From an optimization exercise on the open Yosys and OpenROAD flow, aimed at small area and a short achievable clock period; shortcuts taken in it are not production practice. Only simulation tests tie the RTL to the original design; equivalence was not proved. The flow treats the clock pin as an ideal source. Dropping or thinning the clock tree relies on that and would not hold on a real chip.

Design mult_top, start of the top module:
module mult_top (
    input             clk,
    input      [31:0] mplier,
    input      [31:0] mcand,
    output     [63:0] product
);
    reg  [31:0] mplier_q;
    reg  [31:0] mcand_q;
    reg  [63:0] product_q;
    wire [63:0] product_d;
    signed_array_mplier #(.N(32)) u_mult (
        .mplier (mplier_q),
        .mcand  (mcand_q),
        .product(product_d)
    );
    always @(posedge clk) begin
        mplier_q  <= mplier;
        mcand_q   <= mcand;
        product_q <= product_d;
    end
    assign product = product_q;
endmodule
Size: roughly 130 flip-flops, roughly 130 I/O pins, about 0.024 mm2 of cells after synthesis.
clock: 28.0 ns
lec_check: 0
abc_area: 1
cap_margin: 20
core_margin: 2
core_utilization: 40
slew_margin: 20
synth_hierarchical: 1
synth_minimum_keep_size: 0
standard.sh (not shown) runs the stock make flow with config.mk's settings and CLKGATE_MAP_FILE= SYNTH_SCRIPT=/design/flow/synth_recipe.tcl, a recipe that flattens the netlist after the stock synthesis.
==> flow/flow/run.sh <==
#!/bin/bash
# Own layout flow: the standard flow (standard.sh) with the standard
# synthesis unchanged, then the layout steps with
#  - plain buffers on the ports: buf_2 on the outputs, buf_1 on the inputs
#    (flow/inbuf.tcl),
#  - a two-level balanced clock tree (flow/cts_own.tcl) in place of ORFS's CTS,
#  - repair_timing aiming at a slack margin below the fixed clock period, so
#    that it sizes and buffers the multiplier's critical paths.
# The output of each make run is in make_*.log here; each step's log is in
# orfs/logs/.
set -euo pipefail
export OWN_FLOW_DIR=$(pwd)/flow
bash standard.sh synth > make_synth.log 2>&1
bash standard.sh \
  SETUP_SLACK_MARGIN=21.55 \
  "BUFFER_PORTS_ARGS=-buffer_cell sky130_fd_sc_hd__buf_2" \
  PRE_CTS_TCL=$OWN_FLOW_DIR/cts_own.tcl \
  PRE_RESIZE_TCL=$OWN_FLOW_DIR/inbuf.tcl \
  finish > make_finish.log 2>&1
==> flow/flow/inbuf.tcl <==
# Own flow (sourced as PRE_RESIZE_TCL): the input ports keep their buffer, but
# the smallest one (buf_1): the paths from the inputs have a lot of slack.
set own_n 0
foreach inst [[ord::get_db_block] getInsts] {
  if {[string match "input*" [$inst getName]] && [[$inst getMaster] getName] eq "sky130_fd_sc_hd__buf_2"} {
    replace_cell [$inst getName] sky130_fd_sc_hd__buf_1
    incr own_n
  }
}
puts "own flow: $own_n input port buffers set to buf_1"
Other scripts of this flow, unchanged in this note and not shown: flow/flow/cts_own.tcl
Then changed:
--- a/flow/flow/run.sh
+++ b/flow/flow/run.sh
@@ -3,4 +3,3 @@
 # synthesis unchanged, then the layout steps with
-#  - plain buffers on the ports: buf_2 on the outputs, buf_1 on the inputs
-#    (flow/inbuf.tcl),
+#  - plain buffers (buf_2) on the ports,
 #  - a two-level balanced clock tree (flow/cts_own.tcl) in place of ORFS's CTS,
@@ -17,3 +16,2 @@
   PRE_CTS_TCL=$OWN_FLOW_DIR/cts_own.tcl \
-  PRE_RESIZE_TCL=$OWN_FLOW_DIR/inbuf.tcl \
   finish > make_finish.log 2>&1
- CORE_UTILIZATION: 40 -> 50
removed: flow/flow/inbuf.tcl
The changed run completed without violations.
Design area decreases by 0.81%.
Global-route usage went up by 7.7 points.
Then changed:
--- a/flow/flow/run.sh
+++ b/flow/flow/run.sh
@@ -13,3 +13,3 @@
 bash standard.sh \
-  SETUP_SLACK_MARGIN=21.55 \
+  SETUP_SLACK_MARGIN=21.45 \
   "BUFFER_PORTS_ARGS=-buffer_cell sky130_fd_sc_hd__buf_2" \
- CORE_UTILIZATION: 50 -> 40
Die area climbs by a quarter to a third.
Area after synthesis stays the same.
Via count barely changes.
Final area climbs slightly.
First-iteration DRC count hardly moves.
Then changed:
--- a/flow/flow/run.sh
+++ b/flow/flow/run.sh
@@ -13,3 +13,3 @@
 bash standard.sh \
-  SETUP_SLACK_MARGIN=21.45 \
+  SETUP_SLACK_MARGIN=21.55 \
   "BUFFER_PORTS_ARGS=-buffer_cell sky130_fd_sc_hd__buf_2" \
The changed run produced a clean layout.
Die area does not change.
Worst setup slack improved by 21 ps.
Cell area is about the same.
Sequential cell count does not change.
Hold slack is about the same.
Critical path depth goes down by 23.
Wire length goes down slightly.
Then changed:
--- a/flow/flow/run.sh
+++ b/flow/flow/run.sh
@@ -13,3 +13,3 @@
 bash standard.sh \
-  SETUP_SLACK_MARGIN=21.55 \
+  SETUP_SLACK_MARGIN=21.35 \
   "BUFFER_PORTS_ARGS=-buffer_cell sky130_fd_sc_hd__buf_2" \
Outcome: Synthesized cell count is unchanged; maximum frequency decreases by about 1.1%; worst setup slack degrades by 72 ps; sequential share of layout area rises by 0.12 points; die area does not change; core utilization drops by 0.56 points; final area falls by 1.3%; worst hold slack is worse by 5.6 ps; wire length falls by 0.42%.
Then changed:
--- a/flow/flow/run.sh
+++ b/flow/flow/run.sh
@@ -13,3 +13,3 @@
 bash standard.sh \
-  SETUP_SLACK_MARGIN=21.35 \
+  SETUP_SLACK_MARGIN=21.5 \
   "BUFFER_PORTS_ARGS=-buffer_cell sky130_fd_sc_hd__buf_2" \
The changed run ran to the end with no violations.
Sequential cell count does not change.
Synthesized cell count is unchanged.
Via count rises by 1.5%.
Core utilization rises by 0.79 points.
Wire length rises by 1.5%.
Maximum frequency rises by 1.0%.
Die area is unchanged.
Design area rises by 1.9%.
In every run of this note, the design's own scripts or RTL, not TritonCTS, make the clock network.

==> port drivers added, routing unchanged <==
In the flow no input, the clock included, has a driving cell. The finished layouts below were timed again as built, in two steps.
Step 1 (the two cells are an assumption about what drives the block):
set clk [get_ports {clk}]
set_driving_cell -lib_cell sky130_fd_sc_hd__clkbuf_16 $clk
set_driving_cell -lib_cell sky130_fd_sc_hd__buf_2 [delete_from_list [all_inputs] $clk]
Step 2 times the ports against the registers' clock, not the clock port: input delays grow and output delays shrink by t, the midpoint of the rising clock arrivals with the driver on.
Three values: ideal, step 1, step 2; two values: the first two.
| run | t (ns) | setup slack, ns | hold WS [ns] | slew at the worst register clock pin (ns) |
|---|---|---|---|---|
| the first run | 0.440 | 21.584 / 21.457 / 21.722 | 0.794 / 0.794 / 0.794 | 0.11 / 0.11 |
| the second run | 0.429 | 21.617 / 21.497 / 21.755 | 0.887 / 0.887 / 0.887 | 0.11 / 0.11 |
| the third run | 0.444 | 21.574 / 21.462 / 21.574 | 0.790 / 0.790 / 0.790 | 0.10 / 0.10 |
| the fourth run | 0.440 | 21.595 / 21.470 / 21.704 | 0.789 / 0.789 / 0.789 | 0.11 / 0.11 |
| the fifth run | 0.444 | 21.523 / 21.463 / 21.523 | 0.784 / 0.784 / 0.784 | 0.10 / 0.10 |
| the sixth run | 0.442 | 21.589 / 21.464 / 21.642 | 0.783 / 0.783 / 0.783 | 0.11 / 0.11 |
After both steps every run listed still meets setup and hold.
